Context: an optimization exercise on an open-source flow, tuned for small area. The choices shown serve that exercise and are no tape-out recipe. Function was checked by simulation only, so behaviour that the tests miss may differ from the original. Power is estimated from default activity; no workload was simulated.

Design dadnme_engine, start of the top module:
module dadnme_engine (
    input  logic        Clk,
    input  logic        Reset,         
    input  logic        vs,            
    input  logic [7:0]  keycode, keycode_2,
    input  logic [9:0]  DrawX, DrawY,  
    output logic        is_ball,
    output logic [15:0] me_addr,
    output logic [7:0]  me_state,
    output logic        is_enemy,
    output logic [15:0] en_addr,
    output logic [1:0]  en_move,
    output logic        en_beida,
    output logic        is_en_blood_bar,
    output logic        is_enemy3,
    output logic [15:0] en_addr3,
    output logic        is_blood_bar,
    output logic [15:0] bb_addr,
    output logic        bb_white,
    output logic [19:0] bg_addr,
    output logic        show_success,
    output logic [17:0] success_addr,
    output logic        level
);
    function automatic [24:0] add(input [23:0] x, input [23:0] y, input ci);
        logic c;
        c = ci;
        for (int i = 0; i < 24; i++) begin
            add[i] = x[i] ^ y[i] ^ c;
            c = (x[i] & y[i]) | (c & (x[i] ^ y[i]));
        end
        add[24] = c;
    endfunction
    function automatic logic uge(input [23:0] x, input [23:0] y);
        logic r;
        r = 1'b1;
        for (int i = 0; i < 24; i++)
            r = (x[i] ^ y[i]) ? x[i] : r;
        uge = r;
    endfunction
  ...
Size: roughly 1700 cells after synthesis, about 170 flip-flops, about 160 I/O pins.
export LEC_CHECK = 0
export CAP_MARGIN = 20
export CORE_MARGIN = 2
export CORE_UTILIZATION = 70
export SLEW_MARGIN = 20
create_clock -name core_clock -period 25.0 [get_ports {Clk}]
standard.sh (not shown) runs the stock make flow with config.mk's settings and CLKGATE_MAP_FILE= SYNTH_SCRIPT=/design/flow/synth_recipe.tcl, a recipe that flattens the netlist after the stock synthesis.
==> flow/flow/run.sh <==
#!/bin/bash
# The standard layout (standard.sh) with these changes, none of which
# touches the registers or their names:
# - Yosys's synth runs with -noabc, so the gate-level adders reach ORFS's
#   full-adder extraction as written (the final ABC mapping still runs);
# - the final ABC mapping uses a copy of ORFS's scripts whose speed script
#   is turned towards area: &dc2 in place of &syn2, &nf with delay
#   relaxed (-R 1000 -p), four more rounds, and no closing buffer/upsize
#   (the clock period is 25 ns; the placer's repair still buffers and
#   sizes what it needs);
# - the port buffers use the smallest buffer cell, buf_1;
# - clock tree synthesis adds no dummy loads.
# Each tool's output is in standard_flow.log (and ORFS's own logs).
set -euo pipefail
here=$(pwd)
rm -rf "$here/scripts_mod"
cp -r "$FLOW_HOME/scripts" "$here/scripts_mod"
python3 - "$here/scripts_mod/abc_speed.script" <<'PY'
import sys
p = sys.argv[1]
out = []
for l in open(p).read().split('\n'):
    t = l.strip()
    if t in ('buffer -c', 'upsize -c'):
        continue
    if t == '&nf':
        l = '&nf -R 1000 -p'
    elif t == '&syn2':
        l = '&dc2'
    elif t == '&put':
        out += ['&st', '&dc2', '&if -g -K 6', '&synch2', '&nf -R 1000 -p'] * 4
    out.append(l)
open(p, 'w').write('\n'.join(out))
PY
bash standard.sh "SCRIPTS_DIR=$here/scripts_mod" "SYNTH_ARGS=-noabc" \
    "BUFFER_PORTS_ARGS=-buffer_cell sky130_fd_sc_hd__buf_1" \
    "CTS_ARGS=-sink_clustering_enable -repair_clock_nets -dont_use_dummy_load" \
    finish > standard_flow.log 2>&1
Then changed:
==> flow/flow/run.sh (replaced) <==
#!/bin/bash
# The standard layout (standard.sh) with these changes, none of which
# touches the registers or their names:
# - Yosys's synth runs with -noabc, so the gate-level adders reach ORFS's
#   full-adder extraction as written (the final ABC mapping still runs);
# - the final ABC mapping uses a copy of ORFS's scripts in which the
#   speed script's &nf mapping relaxes delay (-R 1000, -p) and the
#   closing buffer/upsize steps are dropped: the clock period is 25 ns and
#   the placer's repair still buffers and sizes what it needs;
# - the port buffers use the smallest buffer cell, buf_1.
set -euo pipefail
here=$(pwd)
rm -rf "$here/scripts_mod"
cp -r "$FLOW_HOME/scripts" "$here/scripts_mod"
python3 - "$here/scripts_mod/abc_speed.script" <<'PY'
import sys
p = sys.argv[1]
lines = open(p).read().split('\n')
out = []
for l in lines:
    t = l.strip()
    if t in ('buffer -c', 'upsize -c'):
        continue
    out.append('&nf -R 1000 -p' if t == '&nf' else l)
open(p, 'w').write('\n'.join(out))
PY
bash standard.sh "SCRIPTS_DIR=$here/scripts_mod" "SYNTH_ARGS=-noabc" \
    "BUFFER_PORTS_ARGS=-buffer_cell sky130_fd_sc_hd__buf_1" finish > standard_flow.log 2>&1
Final cell count is higher by a few percent.
Global-route usage is lower by 0.24 points.
Routed wire length barely changes.

dadnme_engine again, from the RTL that the note above started with.
// dadnme_engine
module dadnme_engine (
    input  logic        Clk,
    input  logic        Reset,         
    input  logic        vs,            
    input  logic [7:0]  keycode, keycode_2,
    input  logic [9:0]  DrawX, DrawY,  
    output logic        is_ball,
    output logic [15:0] me_addr,
    output logic [7:0]  me_state,
    output logic        is_enemy,
    output logic [15:0] en_addr,
    output logic [1:0]  en_move,
    output logic        en_beida,
    output logic        is_en_blood_bar,
    output logic        is_enemy3,
    output logic [15:0] en_addr3,
    output logic        is_blood_bar,
    output logic [15:0] bb_addr,
    output logic        bb_white,
    output logic [19:0] bg_addr,
    output logic        show_success,
    output logic [17:0] success_addr,
    output logic        level
);
export LEC_CHECK = 0
export CAP_MARGIN = 20
export CORE_MARGIN = 2
export CORE_UTILIZATION = 70
export PLACE_DENSITY = 0.85
export SLEW_MARGIN = 20
create_clock -name core_clock -period 25.0 [get_ports {Clk}]
==> flow/flow/run.sh <==
#!/bin/bash
# The standard layout (standard.sh) with these changes, none of which
# touches the registers or their names:
# - Yosys's synth runs with -noabc, so the gate-level adders reach ORFS's
#   full-adder extraction as written (the final ABC mapping still runs);
# - the final ABC mapping uses a copy of ORFS's scripts whose speed script
#   is turned towards area: &dc2 in place of &syn2, &nf with delay
#   relaxed (-R 1000 -p), four more rounds, and no closing buffer/upsize
#   (the clock period is 25 ns; the placer's repair still buffers and
#   sizes what it needs);
# - the port buffers use the smallest buffer cell, buf_1;
# - clock tree synthesis adds no dummy loads.
# Each tool's output is in standard_flow.log (and ORFS's own logs).
set -euo pipefail
here=$(pwd)
rm -rf "$here/scripts_mod"
cp -r "$FLOW_HOME/scripts" "$here/scripts_mod"
python3 - "$here/scripts_mod/abc_speed.script" <<'PY'
import sys
p = sys.argv[1]
out = []
for l in open(p).read().split('\n'):
    t = l.strip()
    if t in ('buffer -c', 'upsize -c'):
        continue
    if t == '&nf':
        l = '&nf -R 1000 -p'
    elif t == '&syn2':
        l = '&dc2'
    elif t == '&put':
        out += ['&st', '&dc2', '&if -g -K 6', '&synch2', '&nf -R 1000 -p'] * 4
    out.append(l)
open(p, 'w').write('\n'.join(out))
PY
bash standard.sh "SCRIPTS_DIR=$here/scripts_mod" "SYNTH_ARGS=-noabc" \
    "BUFFER_PORTS_ARGS=-buffer_cell sky130_fd_sc_hd__buf_1" \
    "CTS_ARGS=-sink_clustering_enable -repair_clock_nets -dont_use_dummy_load -buf_list sky130_fd_sc_hd__clkbuf_8 -root_buf sky130_fd_sc_hd__clkbuf_16" \
    finish > standard_flow.log 2>&1
Then changed:
--- a/flow/flow/run.sh
+++ b/flow/flow/run.sh
@@ -36,3 +36,3 @@
     "BUFFER_PORTS_ARGS=-buffer_cell sky130_fd_sc_hd__buf_1" \
-    "CTS_ARGS=-sink_clustering_enable -repair_clock_nets -dont_use_dummy_load -buf_list sky130_fd_sc_hd__clkbuf_8 -root_buf sky130_fd_sc_hd__clkbuf_16" \
+    "CTS_ARGS=-repair_clock_nets -dont_use_dummy_load" \
     finish > standard_flow.log 2>&1
- PLACE_DENSITY: 0.85 -> default
Result: The new run passed the timing, design-rule and antenna checks; non-clock buffer count came out higher by 4; combinational power goes down slightly; flip-flop and latch count does not change; worst setup slack gains 0.11 ns.

Starting RTL as in the previous note.
clock: 25.0 ns
lec_check: 0
cap_margin: 20
core_margin: 2
core_utilization: 70
slew_margin: 20
==> flow/flow/run.sh <==
#!/bin/bash
# The standard layout (standard.sh) with these changes, none of which
# touches the registers or their names:
# - Yosys's synth runs with -noabc, so the gate-level adders reach ORFS's
#   full-adder extraction as written (the final ABC mapping still runs);
# - the final ABC mapping uses a copy of ORFS's scripts whose speed script
#   is turned towards area: &dc2 in place of &syn2, &nf with delay
#   relaxed (-R 1000 -p), four more rounds, and no closing buffer/upsize
#   (the clock period is 25 ns; the placer's repair still buffers and
#   sizes what it needs);
# - the port buffers use the smallest buffer cell, buf_1;
# - clock tree synthesis adds no dummy loads.
# Each tool's output is in standard_flow.log (and ORFS's own logs).
set -euo pipefail
here=$(pwd)
rm -rf "$here/scripts_mod"
cp -r "$FLOW_HOME/scripts" "$here/scripts_mod"
python3 - "$here/scripts_mod/abc_speed.script" <<'PY'
import sys
p = sys.argv[1]
out = []
for l in open(p).read().split('\n'):
    t = l.strip()
    if t in ('buffer -c', 'upsize -c'):
        continue
    if t == '&nf':
        l = '&nf -R 1000 -p'
    elif t == '&syn2':
        l = '&dc2'
    elif t == '&put':
        out += ['&st', '&dc2', '&if -g -K 6', '&synch2', '&nf -R 1000 -p'] * 4
    out.append(l)
open(p, 'w').write('\n'.join(out))
PY
bash standard.sh "SCRIPTS_DIR=$here/scripts_mod" "SYNTH_ARGS=-noabc" \
    "BUFFER_PORTS_ARGS=-buffer_cell sky130_fd_sc_hd__buf_1" \
    "CTS_ARGS=-sink_clustering_enable -repair_clock_nets -dont_use_dummy_load -sink_clustering_size 40 -sink_clustering_max_diameter 150" \
    finish > standard_flow.log 2>&1
Then changed:
--- a/flow/flow/run.sh
+++ b/flow/flow/run.sh
@@ -37 +37 @@
-    "CTS_ARGS=-sink_clustering_enable -repair_clock_nets -dont_use_dummy_load -sink_clustering_size 40 -sink_clustering_max_diameter 150" \
+    "CTS_ARGS=-sink_clustering_enable -repair_clock_nets -dont_use_dummy_load -buf_list sky130_fd_sc_hd__clkbuf_8 -root_buf sky130_fd_sc_hd__clkbuf_16" \
--- a/flow/config.mk
+++ b/flow/config.mk
@@ -10 +10,2 @@
-export CORE_UTILIZATION = 70
+export CORE_UTILIZATION = 50
+export PLACE_DENSITY = 0.9
Result: Via count climbs by 4.2%; sequential cell count does not change; non-clock buffer count drops by 5; setup slack loses 0.29 ns; count of clock-buffer cells in the layout stays the same; first-iteration DRC count climbs by 31%; global-route usage drops by 9.1 points; power drops by 3.3%; sequential power hardly moves.
Then changed:
==> flow/flow/run.sh (replaced) <==
#!/bin/bash
# The standard layout (standard.sh) with these changes, none of which
# touches the registers or their names:
# - Yosys's synth runs with -noabc, so the gate-level adders reach ORFS's
#   full-adder extraction as written (the final ABC mapping still runs);
# - the final ABC mapping uses a copy of ORFS's scripts in which the
#   speed script's &nf mapping relaxes delay (-R 1000, -p) and the
#   closing buffer/upsize steps are dropped: the clock period is 25 ns and
#   the placer's repair still buffers and sizes what it needs;
# - the port buffers use the smallest buffer cell, buf_1.
set -euo pipefail
here=$(pwd)
rm -rf "$here/scripts_mod"
cp -r "$FLOW_HOME/scripts" "$here/scripts_mod"
python3 - "$here/scripts_mod/abc_speed.script" <<'PY'
import sys
p = sys.argv[1]
lines = open(p).read().split('\n')
out = []
for l in lines:
    t = l.strip()
    if t in ('buffer -c', 'upsize -c'):
        continue
    out.append('&nf -R 1000 -p' if t == '&nf' else l)
open(p, 'w').write('\n'.join(out))
PY
bash standard.sh "SCRIPTS_DIR=$here/scripts_mod" "SYNTH_ARGS=-noabc" \
    "BUFFER_PORTS_ARGS=-buffer_cell sky130_fd_sc_hd__buf_1" \
    "CTS_ARGS=-sink_clustering_enable -repair_clock_nets -dont_use_dummy_load" finish > standard_flow.log 2>&1
--- a/flow/config.mk
+++ b/flow/config.mk
@@ -10,2 +10 @@
-export CORE_UTILIZATION = 50
-export PLACE_DENSITY = 0.9
+export CORE_UTILIZATION = 70
After rerunning:
- The new run completed without violations
- fmax barely changes
- count of clock-buffer cells in the layout stays the same
- routed wire length drops by 5.6%
- hold slack degrades by 0.023 ns
- sequential share of layout area came out lower by 0.31 points
- design area increases by about 1.7%
- power drops by about 0.34%
Then changed:
--- a/flow/flow/run.sh
+++ b/flow/flow/run.sh
@@ -6,5 +6,8 @@
-# - the final ABC mapping uses a copy of ORFS's scripts in which the
-#   speed script's &nf mapping relaxes delay (-R 1000, -p) and the
-#   closing buffer/upsize steps are dropped: the clock period is 25 ns and
-#   the placer's repair still buffers and sizes what it needs;
-# - the port buffers use the smallest buffer cell, buf_1.
+# - the final ABC mapping uses a copy of ORFS's scripts whose speed script
+#   is turned towards area: &dc2 in place of &syn2, &nf with delay
+#   relaxed (-R 1000 -p), four more rounds, and no closing buffer/upsize
+#   (the clock period is 25 ns; the placer's repair still buffers and
+#   sizes what it needs);
+# - the port buffers use the smallest buffer cell, buf_1;
+# - clock tree synthesis adds no dummy loads.
+# Each tool's output is in standard_flow.log (and ORFS's own logs).
@@ -18 +20,0 @@
-lines = open(p).read().split('\n')
@@ -20 +22 @@
-for l in lines:
+for l in open(p).read().split('\n'):
@@ -24 +26,7 @@
-    out.append('&nf -R 1000 -p' if t == '&nf' else l)
+    if t == '&nf':
+        l = '&nf -R 1000 -p'
+    elif t == '&syn2':
+        l = '&dc2'
+    elif t == '&put':
+        out += ['&st', '&dc2', '&if -g -K 6', '&synch2', '&nf -R 1000 -p'] * 4
+    out.append(l)
@@ -29 +37,2 @@
-    "CTS_ARGS=-sink_clustering_enable -repair_clock_nets -dont_use_dummy_load" finish > standard_flow.log 2>&1
+    "CTS_ARGS=-sink_clustering_enable -repair_clock_nets -dont_use_dummy_load -buf_list sky130_fd_sc_hd__clkbuf_8 -root_buf sky130_fd_sc_hd__clkbuf_16" \
+    finish > standard_flow.log 2>&1
--- a/flow/config.mk
+++ b/flow/config.mk
@@ -8 +8 @@
-export CAP_MARGIN = 20
+export CAP_MARGIN = 0
@@ -11 +11,2 @@
-export SLEW_MARGIN = 20
+export PLACE_DENSITY = 0.85
+export SLEW_MARGIN = 0
Effect: Clock skew increases by 0.011 ns. Maximum frequency rises slightly. Sequential share of layout area increases by 0.49 points. Count of clock-buffer cells in the layout does not change.
Then changed:
--- a/flow/flow/run.sh
+++ b/flow/flow/run.sh
@@ -37 +37 @@
-    "CTS_ARGS=-sink_clustering_enable -repair_clock_nets -dont_use_dummy_load -buf_list sky130_fd_sc_hd__clkbuf_8 -root_buf sky130_fd_sc_hd__clkbuf_16" \
+    "CTS_ARGS=-sink_clustering_enable -repair_clock_nets -dont_use_dummy_load -clustering_exponent 6" \
--- a/flow/config.mk
+++ b/flow/config.mk
@@ -8 +8 @@
-export CAP_MARGIN = 0
+export CAP_MARGIN = 20
@@ -11,2 +11 @@
-export PLACE_DENSITY = 0.85
-export SLEW_MARGIN = 0
+export SLEW_MARGIN = 20
The changed run finished with timing, DRC and antenna clean; combinational power drops by about 1%; worst hold slack stays flat; clock-buffer cell count stays the same; power climbs by 4.7%; area after synthesis is unchanged; via count drops by 1.5%; worst setup slack gets better by 0.10 ns; die area does not change; sequential cell count stays the same; wire length drops by 0.74%.

re-timing with driven ports:
The results above use ideal ports. As a check the final layouts listed here were re-extracted and re-timed, cells and wires unchanged.
Step 1: set_driving_cell puts a clkbuf_16 on Clk and a buf_2 on each other input, an assumption about the parent block.
Step 2 moves the port delays by t, midway between the first and last clock arrival at a register: inputs arrive t later, outputs are due t later. That takes back most of the time a late clock gives input paths.
a / b / c = ideal ports / drivers / drivers and shift; a / b = the first two.
run	shift t [ns]	setup WS [ns]	cell pins on the clock port's net
the first run of note 1	0.485	3.297 / 3.269 / 3.269	1
the second run of note 1	0.485	3.053 / 3.031 / 3.031	1
the first run of note 2	0.435	3.192 / 3.162 / 3.162	1
the second run of note 2	0.485	3.297 / 3.269 / 3.269	1
the first run of note 3	0.485	3.297 / 3.269 / 3.269	1
the second run of note 3	0.450	3.007 / 2.982 / 2.982	1
the third run of note 3	0.482	3.043 / 3.021 / 3.021	1
the fourth run of note 3	0.433	3.195 / 3.164 / 3.164	1
the fifth run of note 3	0.486	3.298 / 3.270 / 3.270	1
After both steps setup and hold are still met in every run listed. For the fourth run of note 3, which loses most, drivers alone change the setup slack by -0.031 ns; drivers and shift together by -0.031 ns.
